This is an optimization exercise on Yosys and OpenROAD, whose aim is small area and a short achievable clock period, not a production implementation. RTL that was checked went through simulation tests only; none was proved equivalent to the original. Power is estimated from default activity; no workload was simulated.

==> run a: inputs <==
Design APB_Square, start of the top module:
module APB_Square
(
    input wire PWRITE,
    input wire PCLK,
    input wire PSEL,
    input wire [31:0] PADDR,
    input wire [31:0] PWDATA,
    output reg [31:0] PRDATA,
    input wire PENABLE,
    output reg PREADY,
    input PRESET
);
Settings: LEC_CHECK=0, CAP_MARGIN=20, CORE_MARGIN=2, CORE_UTILIZATION=50, SLEW_MARGIN=20, SYNTH_HIERARCHICAL=1; clock period 8.5 ns.
standard.sh (not shown) runs the stock make flow with config.mk's settings and CLKGATE_MAP_FILE= SYNTH_SCRIPT=/design/flow/synth_recipe.tcl, a recipe that flattens the netlist after the stock synthesis.
==> flow/flow/run.sh <==
#!/bin/bash
# The standard layout (standard.sh), in two calls: synthesis, floorplan and placement
# with no setup margin, then clock tree, routing and finish with the repair aiming 5 ns
# below the clock period. buffer_ports uses the smallest buffer cell.
set -euo pipefail
export BUFFER_PORTS_ARGS="-buffer_cell sky130_fd_sc_hd__buf_1"
bash standard.sh synth floorplan place > standard_1.log 2>&1
export SETUP_SLACK_MARGIN=5
bash standard.sh > standard_2.log 2>&1
==> run b: changes against run a <==
==> flow/flow/run.sh (replaced) <==
#!/bin/bash
# The standard layout (standard.sh: standard synthesis through finish), with the
# port buffers that buffer_ports inserts made the smallest buffer cell.
set -euo pipefail
export BUFFER_PORTS_ARGS="-buffer_cell sky130_fd_sc_hd__buf_1"
bash standard.sh > standard.log 2>&1
- CTS_BUF_LIST: default -> sky130_fd_sc_hd__clkbuf_8
- CTS_CLUSTER_DIAMETER: default -> 50
- CTS_CLUSTER_SIZE: default -> 16
- SETUP_SLACK_MARGIN: default -> 5
==> run c: changes against run a <==
==> flow/flow/run.sh (replaced) <==
#!/bin/bash
# The standard layout (standard.sh: standard synthesis through finish), with the
# port buffers that buffer_ports inserts made the smallest buffer cell.
set -euo pipefail
export BUFFER_PORTS_ARGS="-buffer_cell sky130_fd_sc_hd__buf_1"
bash standard.sh > standard.log 2>&1
- SETUP_SLACK_MARGIN: default -> 5
==> run d: changes against run a <==
==> flow/flow/run.sh (replaced) <==
#!/bin/bash
# The standard layout (standard.sh: standard synthesis through finish), with the
# port buffers that buffer_ports inserts made the smallest buffer cell.
set -euo pipefail
export BUFFER_PORTS_ARGS="-buffer_cell sky130_fd_sc_hd__buf_1"
bash standard.sh > standard.log 2>&1
- SETUP_SLACK_MARGIN: default -> 4.5
==> comparison <==
- Run b ran to the end with no violations. Run d ran to the end with no violations. Run c finished clean. Run a passed the timing, DRC and antenna checks.
- The highest setup slack belongs to run b, the lowest to run d.
- Via count: run a > run b > run c > run d.
- In synthesized area, run c and run b do not differ.
- Cell count: run a > run c > run b > run d.
- In sequential cell count, run c and run a do not differ.
- The highest maximum frequency belongs to run b, the lowest to run d.
- In run a the count of clock-buffer cells in the layout is lower than in run d, by 1.
- Clock skew, highest first: run b, run d, run c, run a.
- First-iteration DRC count, highest first: run b, run c, run a, run d.
- Against run d, the register-to-register slack of run a is higher by 0.36 ns.
No functional check of the RTL was part of any run of this note.

* * *

==> inputs of run C <==
APB_Square, a different RTL version from the one above (not shown whole).
clock: 8.5 ns
lec_check: 0
cap_margin: 20
core_margin: 2
core_utilization: 60
cts_buf_list: sky130_fd_sc_hd__clkbuf_4
setup_slack_margin: 5
slew_margin: 20
synth_hierarchical: 1
tns_end_percent: 5
==> flow/flow/run.sh <==
#!/bin/bash
# The standard layout (standard.sh: standard synthesis through finish), with the
# port buffers that buffer_ports inserts made the smallest buffer cell.
set -euo pipefail
export BUFFER_PORTS_ARGS="-buffer_cell sky130_fd_sc_hd__buf_1"
bash standard.sh > standard.log 2>&1
==> run K (differences from run C) <==
--- a/flow/flow/run.sh
+++ b/flow/flow/run.sh
@@ -3,4 +3,5 @@
 # port buffers that buffer_ports inserts made the smallest buffer cell.
 set -euo pipefail
 export BUFFER_PORTS_ARGS="-buffer_cell sky130_fd_sc_hd__buf_1"
+export SETUP_SLACK_MARGIN=5.3
 bash standard.sh > standard.log 2>&1
SETUP_SLACK_MARGIN = not set   (was 5)
TNS_END_PERCENT = not set   (was 5)
==> run G (differences from run C) <==
==> flow/run.sh (new file) <==
#!/bin/bash
# synth_recipe.tcl (not shown) runs the flow's synth.tcl, then flattens the netlist and writes it again
# the make line also repeats each setting of config.mk as NAME=value (left out here)
make -C /OpenROAD-flow-scripts/flow DESIGN_CONFIG=/design/flow/config.mk WORK_HOME=/design/flow/orfs CLKGATE_MAP_FILE= SYNTH_SCRIPT=/design/flow/synth_recipe.tcl finish
CORE_UTILIZATION = 40   (was 60)
CTS_BUF_LIST = not set   (was sky130_fd_sc_hd__clkbuf_4)
TNS_END_PERCENT = not set   (was 5)
removed: flow/flow/run.sh
removed: flow/standard.sh
==> run M (differences from run C) <==
TNS_END_PERCENT = not set   (was 5)
==> comparison table <==
|  | run K | run G | run M | run C |
|---|---|---|---|---|
| Run status | finished clean | finished clean | finished clean | finished clean |
| Proportion of layout cells with a drive suffix above 1 | 23.1% | 17.1% | 15.9% | 14.6% |
| Routed WL per cell | 26.9 um | 25.8 um | 25.1 um | 25.8 um |
| Number of DRC markers in iteration 0 | 2358 | 1952 | 1828 | 2067 |
| Number of iterations in the first detailed-routing pass | 9 | 6 | 8 | 8 |
| Routability Congestion | 0.900 | 0.914 | 0.890 | 0.926 |
| Power Dens Cells | 92.9 nW/um2 | 102 nW/um2 | 98.2 nW/um2 | 105 nW/um2 |
| Number of diodes added for antenna fixing | 2 | 0 | 3 | 2 |
| Worst relative slew slack | 30.4% | 26.4% | 29.9% | 25.9% |
| Register-to-Register Path Depth | 11 | 7 | 11 | 7 |
| Start point of the critical path | b[3] | a[15] | cs_r[40] | a[15] |
| Met1 capacity usage during global routing | 56.9% | 37.9% | 53.5% | 54.5% |
| Initial antenna violation count | 1 | 0 | 3 | 1 |
| PostCTS Resize Cnt | 189 | 152 | 73 | 78 |
| Sum of internal, switching and leakage power | 2.00 mW | 2.20 mW | 1.97 mW | 2.08 mW |
| Clock group total power | 0.944 mW | 1.13 mW | 0.915 mW | 1.02 mW |
| Post-synthesis to final-layout area growth | 27.0% | 27.7% | 18.4% | 16.7% |
| Layout net count | 2348 | 2286 | 2277 | 2266 |
| Area of the multi-input gates | 13600 um2 | 13200 um2 | 13000 um2 | 12700 um2 |
| Register Area | 4420 um2 | 4400 um2 | 4390 um2 | 4390 um2 |
| Total clock buffers created by CTS | 57 | 25 | 57 | 60 |

* * *

==> inputs of trial 71 <==
Another version of the RTL of APB_Square (not shown whole).
==> flow/config.mk <==
export PLATFORM = sky130hd
export DESIGN_NAME = APB_Square
export DESIGN_NICKNAME = APB_Square
export VERILOG_FILES = /design/flow/design.v
export SDC_FILE = /design/flow/constraint.sdc
export NUM_CORES = 4
export LEC_CHECK = 0
export CAP_MARGIN = 20
export CORE_MARGIN = 2
export CORE_UTILIZATION = 60
export SLEW_MARGIN = 20
export SYNTH_HIERARCHICAL = 1
==> flow/constraint.sdc <==
create_clock -name core_clock -period 8.5 [get_ports {PCLK}]
set_input_delay 1.7000 -clock core_clock [delete_from_list [all_inputs] [get_ports {PCLK}]]
set_output_delay 1.7000 -clock core_clock [all_outputs]
set_load 0.01 [all_outputs]
==> flow/flow/run.sh <==
#!/bin/bash
# The standard layout (standard.sh), in two calls: synthesis, floorplan and placement
# with no setup margin, then clock tree, routing and finish with the repair aiming 5 ns
# below the clock period. buffer_ports uses the smallest buffer cell.
set -euo pipefail
export BUFFER_PORTS_ARGS="-buffer_cell sky130_fd_sc_hd__buf_1"
bash standard.sh synth floorplan place > standard_1.log 2>&1
export SETUP_SLACK_MARGIN=5
bash standard.sh > standard_2.log 2>&1
==> build 89 (differences from trial 71) <==
--- a/flow/design.v
+++ b/flow/design.v
@@ -69,15 +69,15 @@
   apb_xnor u_ny0_26 (.x(a[26]), .n(neg0), .y(ny0[26]));
   apb_xnor u_ny0_27 (.x(a[27]), .n(neg0), .y(ny0[27]));
   apb_xnor u_ny0_28 (.x(a[28]), .n(neg0), .y(ny0[28]));
   apb_xnor u_ny0_29 (.x(a[29]), .n(neg0), .y(ny0[29]));
   apb_xnor u_ny0_30 (.x(a[30]), .n(neg0), .y(ny0[30]));
   apb_xnor u_ny0_31 (.x(a[31]), .n(neg0), .y(ny0[31]));
   wire pp0_0 = ~none0 & a[0];
-  wire nc0 = neg0 & (none0 | ~a[0]);
+  wire nc0 = neg0 & ~pp0_0;
   wire pp0_1;
   apb_sel u_pp0_1 (.none(none0), .ntwo(ntwo0), .nx(ny0[0]), .ny(ny0[1]), .t(pp0_1));
   wire pp0_2;
   apb_sel u_pp0_2 (.none(none0), .ntwo(ntwo0), .nx(ny0[1]), .ny(ny0[2]), .t(pp0_2));
   wire pp0_3;
   apb_sel u_pp0_3 (.none(none0), .ntwo(ntwo0), .nx(ny0[2]), .ny(ny0[3]), .t(pp0_3));
   wire pp0_4;
@@ -167,15 +167,15 @@
   apb_xnor u_ny1_24 (.x(a[24]), .n(neg1), .y(ny1[24]));
   apb_xnor u_ny1_25 (.x(a[25]), .n(neg1), .y(ny1[25]));
   apb_xnor u_ny1_26 (.x(a[26]), .n(neg1), .y(ny1[26]));
   apb_xnor u_ny1_27 (.x(a[27]), .n(neg1), .y(ny1[27]));
   apb_xnor u_ny1_28 (.x(a[28]), .n(neg1), .y(ny1[28]));
   apb_xnor u_ny1_29 (.x(a[29]), .n(neg1), .y(ny1[29]));
   wire pp1_0 = ~none1 & a[0];
-  wire nc1 = neg1 & (none1 | ~a[0]);
+  wire nc1 = neg1 & ~pp1_0;
   wire pp1_1;
   apb_sel u_pp1_1 (.none(none1), .ntwo(ntwo1), .nx(ny1[0]), .ny(ny1[1]), .t(pp1_1));
   wire pp1_2;
   apb_sel u_pp1_2 (.none(none1), .ntwo(ntwo1), .nx(ny1[1]), .ny(ny1[2]), .t(pp1_2));
   wire pp1_3;
   apb_sel u_pp1_3 (.none(none1), .ntwo(ntwo1), .nx(ny1[2]), .ny(ny1[3]), .t(pp1_3));
   wire pp1_4;
@@ -259,15 +259,15 @@
   apb_xnor u_ny2_22 (.x(a[22]), .n(neg2), .y(ny2[22]));
   apb_xnor u_ny2_23 (.x(a[23]), .n(neg2), .y(ny2[23]));
   apb_xnor u_ny2_24 (.x(a[24]), .n(neg2), .y(ny2[24]));
   apb_xnor u_ny2_25 (.x(a[25]), .n(neg2), .y(ny2[25]));
   apb_xnor u_ny2_26 (.x(a[26]), .n(neg2), .y(ny2[26]));
   apb_xnor u_ny2_27 (.x(a[27]), .n(neg2), .y(ny2[27]));
   wire pp2_0 = ~none2 & a[0];
-  wire nc2 = neg2 & (none2 | ~a[0]);
+  wire nc2 = neg2 & ~pp2_0;
   wire pp2_1;
   apb_sel u_pp2_1 (.none(none2), .ntwo(ntwo2), .nx(ny2[0]), .ny(ny2[1]), .t(pp2_1));
   wire pp2_2;
   apb_sel u_pp2_2 (.none(none2), .ntwo(ntwo2), .nx(ny2[1]), .ny(ny2[2]), .t(pp2_2));
   wire pp2_3;
   apb_sel u_pp2_3 (.none(none2), .ntwo(ntwo2), .nx(ny2[2]), .ny(ny2[3]), .t(pp2_3));
   wire pp2_4;
@@ -345,15 +345,15 @@
   apb_xnor u_ny3_20 (.x(a[20]), .n(neg3), .y(ny3[20]));
   apb_xnor u_ny3_21 (.x(a[21]), .n(neg3), .y(ny3[21]));
   apb_xnor u_ny3_22 (.x(a[22]), .n(neg3), .y(ny3[22]));
   apb_xnor u_ny3_23 (.x(a[23]), .n(neg3), .y(ny3[23]));
   apb_xnor u_ny3_24 (.x(a[24]), .n(neg3), .y(ny3[24]));
   apb_xnor u_ny3_25 (.x(a[25]), .n(neg3), .y(ny3[25]));
   wire pp3_0 = ~none3 & a[0];
-  wire nc3 = neg3 & (none3 | ~a[0]);
+  wire nc3 = neg3 & ~pp3_0;
   wire pp3_1;
   apb_sel u_pp3_1 (.none(none3), .ntwo(ntwo3), .nx(ny3[0]), .ny(ny3[1]), .t(pp3_1));
   wire pp3_2;
   apb_sel u_pp3_2 (.none(none3), .ntwo(ntwo3), .nx(ny3[1]), .ny(ny3[2]), .t(pp3_2));
   wire pp3_3;
   apb_sel u_pp3_3 (.none(none3), .ntwo(ntwo3), .nx(ny3[2]), .ny(ny3[3]), .t(pp3_3));
   wire pp3_4;
@@ -425,15 +425,15 @@
   apb_xnor u_ny4_18 (.x(a[18]), .n(neg4), .y(ny4[18]));
   apb_xnor u_ny4_19 (.x(a[19]), .n(neg4), .y(ny4[19]));
   apb_xnor u_ny4_20 (.x(a[20]), .n(neg4), .y(ny4[20]));
   apb_xnor u_ny4_21 (.x(a[21]), .n(neg4), .y(ny4[21]));
   apb_xnor u_ny4_22 (.x(a[22]), .n(neg4), .y(ny4[22]));
   apb_xnor u_ny4_23 (.x(a[23]), .n(neg4), .y(ny4[23]));
   wire pp4_0 = ~none4 & a[0];
-  wire nc4 = neg4 & (none4 | ~a[0]);
+  wire nc4 = neg4 & ~pp4_0;
   wire pp4_1;
   apb_sel u_pp4_1 (.none(none4), .ntwo(ntwo4), .nx(ny4[0]), .ny(ny4[1]), .t(pp4_1));
   wire pp4_2;
   apb_sel u_pp4_2 (.none(none4), .ntwo(ntwo4), .nx(ny4[1]), .ny(ny4[2]), .t(pp4_2));
   wire pp4_3;
   apb_sel u_pp4_3 (.none(none4), .ntwo(ntwo4), .nx(ny4[2]), .ny(ny4[3]), .t(pp4_3));
   wire pp4_4;
@@ -499,15 +499,15 @@
   apb_xnor u_ny5_16 (.x(a[16]), .n(neg5), .y(ny5[16]));
   apb_xnor u_ny5_17 (.x(a[17]), .n(neg5), .y(ny5[17]));
   apb_xnor u_ny5_18 (.x(a[18]), .n(neg5), .y(ny5[18]));
   apb_xnor u_ny5_19 (.x(a[19]), .n(neg5), .y(ny5[19]));
   apb_xnor u_ny5_20 (.x(a[20]), .n(neg5), .y(ny5[20]));
   apb_xnor u_ny5_21 (.x(a[21]), .n(neg5), .y(ny5[21]));
   wire pp5_0 = ~none5 & a[0];
-  wire nc5 = neg5 & (none5 | ~a[0]);
+  wire nc5 = neg5 & ~pp5_0;
   wire pp5_1;
   apb_sel u_pp5_1 (.none(none5), .ntwo(ntwo5), .nx(ny5[0]), .ny(ny5[1]), .t(pp5_1));
   wire pp5_2;
   apb_sel u_pp5_2 (.none(none5), .ntwo(ntwo5), .nx(ny5[1]), .ny(ny5[2]), .t(pp5_2));
   wire pp5_3;
   apb_sel u_pp5_3 (.none(none5), .ntwo(ntwo5), .nx(ny5[2]), .ny(ny5[3]), .t(pp5_3));
   wire pp5_4;
@@ -567,15 +567,15 @@
   apb_xnor u_ny6_14 (.x(a[14]), .n(neg6), .y(ny6[14]));
   apb_xnor u_ny6_15 (.x(a[15]), .n(neg6), .y(ny6[15]));
   apb_xnor u_ny6_16 (.x(a[16]), .n(neg6), .y(ny6[16]));
   apb_xnor u_ny6_17 (.x(a[17]), .n(neg6), .y(ny6[17]));
   apb_xnor u_ny6_18 (.x(a[18]), .n(neg6), .y(ny6[18]));
   apb_xnor u_ny6_19 (.x(a[19]), .n(neg6), .y(ny6[19]));
   wire pp6_0 = ~none6 & a[0];
-  wire nc6 = neg6 & (none6 | ~a[0]);
+  wire nc6 = neg6 & ~pp6_0;
   wire pp6_1;
   apb_sel u_pp6_1 (.none(none6), .ntwo(ntwo6), .nx(ny6[0]), .ny(ny6[1]), .t(pp6_1));
   wire pp6_2;
   apb_sel u_pp6_2 (.none(none6), .ntwo(ntwo6), .nx(ny6[1]), .ny(ny6[2]), .t(pp6_2));
   wire pp6_3;
   apb_sel u_pp6_3 (.none(none6), .ntwo(ntwo6), .nx(ny6[2]), .ny(ny6[3]), .t(pp6_3));
   wire pp6_4;
@@ -629,15 +629,15 @@
   apb_xnor u_ny7_12 (.x(a[12]), .n(neg7), .y(ny7[12]));
   apb_xnor u_ny7_13 (.x(a[13]), .n(neg7), .y(ny7[13]));
   apb_xnor u_ny7_14 (.x(a[14]), .n(neg7), .y(ny7[14]));
   apb_xnor u_ny7_15 (.x(a[15]), .n(neg7), .y(ny7[15]));
   apb_xnor u_ny7_16 (.x(a[16]), .n(neg7), .y(ny7[16]));
   apb_xnor u_ny7_17 (.x(a[17]), .n(neg7), .y(ny7[17]));
   wire pp7_0 = ~none7 & a[0];
-  wire nc7 = neg7 & (none7 | ~a[0]);
+  wire nc7 = neg7 & ~pp7_0;
   wire pp7_1;
   apb_sel u_pp7_1 (.none(none7), .ntwo(ntwo7), .nx(ny7[0]), .ny(ny7[1]), .t(pp7_1));
   wire pp7_2;
   apb_sel u_pp7_2 (.none(none7), .ntwo(ntwo7), .nx(ny7[1]), .ny(ny7[2]), .t(pp7_2));
   wire pp7_3;
   apb_sel u_pp7_3 (.none(none7), .ntwo(ntwo7), .nx(ny7[2]), .ny(ny7[3]), .t(pp7_3));
   wire pp7_4;
@@ -685,15 +685,15 @@
   apb_xnor u_ny8_10 (.x(a[10]), .n(neg8), .y(ny8[10]));
   apb_xnor u_ny8_11 (.x(a[11]), .n(neg8), .y(ny8[11]));
   apb_xnor u_ny8_12 (.x(a[12]), .n(neg8), .y(ny8[12]));
   apb_xnor u_ny8_13 (.x(a[13]), .n(neg8), .y(ny8[13]));
   apb_xnor u_ny8_14 (.x(a[14]), .n(neg8), .y(ny8[14]));
   apb_xnor u_ny8_15 (.x(a[15]), .n(neg8), .y(ny8[15]));
   wire pp8_0 = ~none8 & a[0];
-  wire nc8 = neg8 & (none8 | ~a[0]);
+  wire nc8 = neg8 & ~pp8_0;
   wire pp8_1;
   apb_sel u_pp8_1 (.none(none8), .ntwo(ntwo8), .nx(ny8[0]), .ny(ny8[1]), .t(pp8_1));
   wire pp8_2;
   apb_sel u_pp8_2 (.none(none8), .ntwo(ntwo8), .nx(ny8[1]), .ny(ny8[2]), .t(pp8_2));
   wire pp8_3;
   apb_sel u_pp8_3 (.none(none8), .ntwo(ntwo8), .nx(ny8[2]), .ny(ny8[3]), .t(pp8_3));
   wire pp8_4;
@@ -735,15 +735,15 @@
   apb_xnor u_ny9_8 (.x(a[8]), .n(neg9), .y(ny9[8]));
   apb_xnor u_ny9_9 (.x(a[9]), .n(neg9), .y(ny9[9]));
   apb_xnor u_ny9_10 (.x(a[10]), .n(neg9), .y(ny9[10]));
   apb_xnor u_ny9_11 (.x(a[11]), .n(neg9), .y(ny9[11]));
   apb_xnor u_ny9_12 (.x(a[12]), .n(neg9), .y(ny9[12]));
   apb_xnor u_ny9_13 (.x(a[13]), .n(neg9), .y(ny9[13]));
   wire pp9_0 = ~none9 & a[0];
-  wire nc9 = neg9 & (none9 | ~a[0]);
+  wire nc9 = neg9 & ~pp9_0;
   wire pp9_1;
   apb_sel u_pp9_1 (.none(none9), .ntwo(ntwo9), .nx(ny9[0]), .ny(ny9[1]), .t(pp9_1));
   wire pp9_2;
   apb_sel u_pp9_2 (.none(none9), .ntwo(ntwo9), .nx(ny9[1]), .ny(ny9[2]), .t(pp9_2));
   wire pp9_3;
   apb_sel u_pp9_3 (.none(none9), .ntwo(ntwo9), .nx(ny9[2]), .ny(ny9[3]), .t(pp9_3));
   wire pp9_4;
@@ -779,15 +779,15 @@
   apb_xnor u_ny10_6 (.x(a[6]), .n(neg10), .y(ny10[6]));
   apb_xnor u_ny10_7 (.x(a[7]), .n(neg10), .y(ny10[7]));
   apb_xnor u_ny10_8 (.x(a[8]), .n(neg10), .y(ny10[8]));
   apb_xnor u_ny10_9 (.x(a[9]), .n(neg10), .y(ny10[9]));
   apb_xnor u_ny10_10 (.x(a[10]), .n(neg10), .y(ny10[10]));
   apb_xnor u_ny10_11 (.x(a[11]), .n(neg10), .y(ny10[11]));
   wire pp10_0 = ~none10 & a[0];
-  wire nc10 = neg10 & (none10 | ~a[0]);
+  wire nc10 = neg10 & ~pp10_0;
   wire pp10_1;
   apb_sel u_pp10_1 (.none(none10), .ntwo(ntwo10), .nx(ny10[0]), .ny(ny10[1]), .t(pp10_1));
   wire pp10_2;
   apb_sel u_pp10_2 (.none(none10), .ntwo(ntwo10), .nx(ny10[1]), .ny(ny10[2]), .t(pp10_2));
   wire pp10_3;
   apb_sel u_pp10_3 (.none(none10), .ntwo(ntwo10), .nx(ny10[2]), .ny(ny10[3]), .t(pp10_3));
   wire pp10_4;
@@ -817,15 +817,15 @@
   apb_xnor u_ny11_4 (.x(a[4]), .n(neg11), .y(ny11[4]));
   apb_xnor u_ny11_5 (.x(a[5]), .n(neg11), .y(ny11[5]));
   apb_xnor u_ny11_6 (.x(a[6]), .n(neg11), .y(ny11[6]));
   apb_xnor u_ny11_7 (.x(a[7]), .n(neg11), .y(ny11[7]));
   apb_xnor u_ny11_8 (.x(a[8]), .n(neg11), .y(ny11[8]));
   apb_xnor u_ny11_9 (.x(a[9]), .n(neg11), .y(ny11[9]));
   wire pp11_0 = ~none11 & a[0];
-  wire nc11 = neg11 & (none11 | ~a[0]);
+  wire nc11 = neg11 & ~pp11_0;
   wire pp11_1;
   apb_sel u_pp11_1 (.none(none11), .ntwo(ntwo11), .nx(ny11[0]), .ny(ny11[1]), .t(pp11_1));
   wire pp11_2;
   apb_sel u_pp11_2 (.none(none11), .ntwo(ntwo11), .nx(ny11[1]), .ny(ny11[2]), .t(pp11_2));
   wire pp11_3;
   apb_sel u_pp11_3 (.none(none11), .ntwo(ntwo11), .nx(ny11[2]), .ny(ny11[3]), .t(pp11_3));
   wire pp11_4;
@@ -849,15 +849,15 @@
   apb_xnor u_ny12_2 (.x(a[2]), .n(neg12), .y(ny12[2]));
   apb_xnor u_ny12_3 (.x(a[3]), .n(neg12), .y(ny12[3]));
   apb_xnor u_ny12_4 (.x(a[4]), .n(neg12), .y(ny12[4]));
   apb_xnor u_ny12_5 (.x(a[5]), .n(neg12), .y(ny12[5]));
   apb_xnor u_ny12_6 (.x(a[6]), .n(neg12), .y(ny12[6]));
   apb_xnor u_ny12_7 (.x(a[7]), .n(neg12), .y(ny12[7]));
   wire pp12_0 = ~none12 & a[0];
-  wire nc12 = neg12 & (none12 | ~a[0]);
+  wire nc12 = neg12 & ~pp12_0;
   wire pp12_1;
   apb_sel u_pp12_1 (.none(none12), .ntwo(ntwo12), .nx(ny12[0]), .ny(ny12[1]), .t(pp12_1));
   wire pp12_2;
   apb_sel u_pp12_2 (.none(none12), .ntwo(ntwo12), .nx(ny12[1]), .ny(ny12[2]), .t(pp12_2));
   wire pp12_3;
   apb_sel u_pp12_3 (.none(none12), .ntwo(ntwo12), .nx(ny12[2]), .ny(ny12[3]), .t(pp12_3));
   wire pp12_4;
@@ -875,15 +875,15 @@
   apb_xnor u_ny13_0 (.x(a[0]), .n(neg13), .y(ny13[0]));
   apb_xnor u_ny13_1 (.x(a[1]), .n(neg13), .y(ny13[1]));
   apb_xnor u_ny13_2 (.x(a[2]), .n(neg13), .y(ny13[2]));
   apb_xnor u_ny13_3 (.x(a[3]), .n(neg13), .y(ny13[3]));
   apb_xnor u_ny13_4 (.x(a[4]), .n(neg13), .y(ny13[4]));
   apb_xnor u_ny13_5 (.x(a[5]), .n(neg13), .y(ny13[5]));
   wire pp13_0 = ~none13 & a[0];
-  wire nc13 = neg13 & (none13 | ~a[0]);
+  wire nc13 = neg13 & ~pp13_0;
   wire pp13_1;
   apb_sel u_pp13_1 (.none(none13), .ntwo(ntwo13), .nx(ny13[0]), .ny(ny13[1]), .t(pp13_1));
   wire pp13_2;
   apb_sel u_pp13_2 (.none(none13), .ntwo(ntwo13), .nx(ny13[1]), .ny(ny13[2]), .t(pp13_2));
   wire pp13_3;
   apb_sel u_pp13_3 (.none(none13), .ntwo(ntwo13), .nx(ny13[2]), .ny(ny13[3]), .t(pp13_3));
   wire pp13_4;
@@ -895,29 +895,29 @@
   apb_benc u_benc14 (.b2(b[29]), .b1(b[28]), .b0(b[27]), .ntwo(ntwo14), .neg(neg14));
   wire [3:0] ny14;
   apb_xnor u_ny14_0 (.x(a[0]), .n(neg14), .y(ny14[0]));
   apb_xnor u_ny14_1 (.x(a[1]), .n(neg14), .y(ny14[1]));
   apb_xnor u_ny14_2 (.x(a[2]), .n(neg14), .y(ny14[2]));
   apb_xnor u_ny14_3 (.x(a[3]), .n(neg14), .y(ny14[3]));
   wire pp14_0 = ~none14 & a[0];
-  wire nc14 = neg14 & (none14 | ~a[0]);
+  wire nc14 = neg14 & ~pp14_0;
   wire pp14_1;
   apb_sel u_pp14_1 (.none(none14), .ntwo(ntwo14), .nx(ny14[0]), .ny(ny14[1]), .t(pp14_1));
   wire pp14_2;
   apb_sel u_pp14_2 (.none(none14), .ntwo(ntwo14), .nx(ny14[1]), .ny(ny14[2]), .t(pp14_2));
   wire pp14_3;
   apb_sel u_pp14_3 (.none(none14), .ntwo(ntwo14), .nx(ny14[2]), .ny(ny14[3]), .t(pp14_3));
   wire none15, ntwo15, neg15;
   apb_xnor u_none15 (.x(b[30]), .n(b[29]), .y(none15));
   apb_benc u_benc15 (.b2(b[31]), .b1(b[30]), .b0(b[29]), .ntwo(ntwo15), .neg(neg15));
   wire [1:0] ny15;
   apb_xnor u_ny15_0 (.x(a[0]), .n(neg15), .y(ny15[0]));
   apb_xnor u_ny15_1 (.x(a[1]), .n(neg15), .y(ny15[1]));
   wire pp15_0 = ~none15 & a[0];
-  wire nc15 = neg15 & (none15 | ~a[0]);
+  wire nc15 = neg15 & ~pp15_0;
   wire pp15_1;
   apb_sel u_pp15_1 (.none(none15), .ntwo(ntwo15), .nx(ny15[0]), .ny(ny15[1]), .t(pp15_1));
   wire s1, k2;
   apb_ha u_s1 (.x(pp0_3), .y(nc1), .s(s1), .c(k2));
   wire s3, k4;
   apb_fa u_s3 (.x(pp0_4), .y(pp1_2), .z(pp2_0), .s(s3), .c(k4));
   wire s5, k6;
==> flow/flow/run.sh (replaced) <==
#!/bin/bash
# The standard layout (standard.sh), in two calls: synthesis, floorplan and placement
# with no setup margin, then clock tree, routing and finish with the repair aiming 4.5 ns
# below the clock period. buffer_ports uses the smallest buffer cell.
set -euo pipefail
export BUFFER_PORTS_ARGS="-buffer_cell sky130_fd_sc_hd__buf_1"
bash standard.sh synth floorplan place > standard_1.log 2>&1
export SETUP_SLACK_MARGIN=4.5
bash standard.sh > standard_2.log 2>&1
- CORE_UTILIZATION: 60 -> 50
==> build 19 (differences from trial 71) <==
- CORE_UTILIZATION: 60 -> 50
- GPL_ROUTABILITY_DRIVEN: not set -> 0
==> out/results.txt <==
Initial Utilization: 0.5094
Combinational Power Share: 0.027
Critical Path Fanout Max: 8
PwrDens: 88.92 nW/um2
LEAKAGE: 7.198 nW
HPWL after detailed placement: 41840 um
status: timing/DRC/antenna clean
drt total wl: 61900 um
CP max stage delay: 0.59 ns
CP startpoint: b[3]
clk cell area share: 0.03199
power in the clock group: 869 uW
first-pass GRT wire length: 90380 um
global-route met3 utilization: 0.07391
fraction of area in multi-input gates: 0.6780
Critical Path RT: 8.84 ns
# the run above: build 19

==> out/results.txt <==
status: timing/DRC/antenna clean
CP startpoint: b[3]
CP max stage delay: 0.67 ns
clk cell area share: 0.03296
Crit path max-delay family: adder cells
global-route met3 utilization: 0.09122
first-pass GRT wire length: 87330 um
Initial Utilization: 0.5094
drt total wl: 58480 um
fraction of area in multi-input gates: 0.7003
PwrDens: 94.21 nW/um2
power in the clock group: 856 uW
Critical Path Fanout Max: 31
LEAKAGE: 6.808 nW
Combinational Power Share: 0.025
# the run above: build 89

==> out/results.txt <==
Combinational Power Share: 0.026
maximum clock path buffer count: 2
hold path start: PREADY
power in the clock group: 868 uW
PwrDens: 89.17 nW/um2
fraction of area in multi-input gates: 0.6809
HPWL after detailed placement: 41690 um
drt total wl: 62650 um
Critical Path RT: 8.84 ns
Critical Path Fanout Max: 12
clk cell area share: 0.03193
status: timing/DRC/antenna clean
first-pass GRT wire length: 90210 um
Initial Utilization: 0.6147
global-route met3 utilization: 0.1240
CP startpoint: b[9]
LEAKAGE: 7.209 nW
# the run above: trial 71

Function not checked in build 89: the RTL went through the layout flow alone.

-- separate check: timing with driven ports --
In the flow no input, the clock included, has a driving cell. The finished layouts below were timed again as built, in two steps. Step 1 (the two cells are an assumption about what drives the block):
set clk [get_ports {PCLK}]
set_driving_cell -lib_cell sky130_fd_sc_hd__clkbuf_16 $clk
set_driving_cell -lib_cell sky130_fd_sc_hd__buf_2 [delete_from_list [all_inputs] $clk]
Step 2 also shifts input and output timing later by t, the mid clock arrival at the registers, as if the neighbouring blocks saw the same clock. Three values: no drivers, after step 1, after step 2; two values: the first two.
run	t, ns	setup slack, ns	hold slack, ns	clock arrival spread, ns
run a of note 1	0.504	4.981 / 4.981 / 4.620	0.433 / 0.433 / 0.433	0.015 / 0.015
run b of note 1	0.577	4.985 / 4.985 / 4.560	0.438 / 0.438 / 0.438	0.025 / 0.025
run c of note 1	0.520	4.979 / 4.979 / 4.628	0.434 / 0.434 / 0.434	0.020 / 0.020
run d of note 1	0.513	4.623 / 4.623 / 4.291	0.436 / 0.436 / 0.436	0.020 / 0.020
run C of note 2	0.780	4.862 / 4.862 / 4.292	0.425 / 0.425 / 0.425	0.064 / 0.063
run K of note 2	0.784	5.055 / 5.055 / 4.630	0.428 / 0.428 / 0.428	0.047 / 0.047
run G of note 2	0.619	4.980 / 4.980 / 4.401	0.425 / 0.425 / 0.425	0.011 / 0.011
run M of note 2	0.787	5.030 / 5.030 / 4.426	0.438 / 0.438 / 0.438	0.066 / 0.066
trial 71	0.500	4.976 / 4.976 / 4.539	0.431 / 0.431 / 0.431	0.023 / 0.023
build 89	0.504	4.516 / 4.516 / 4.236	0.430 / 0.430 / 0.430	0.015 / 0.016
build 19	0.512	4.981 / 4.981 / 4.547	0.427 / 0.427 / 0.427	0.025 / 0.025
After both steps every run listed still meets setup and hold. The setup slack of run M of note 2, which loses most, moves by 0.000 ns with the drivers and by -0.604 ns with both steps.
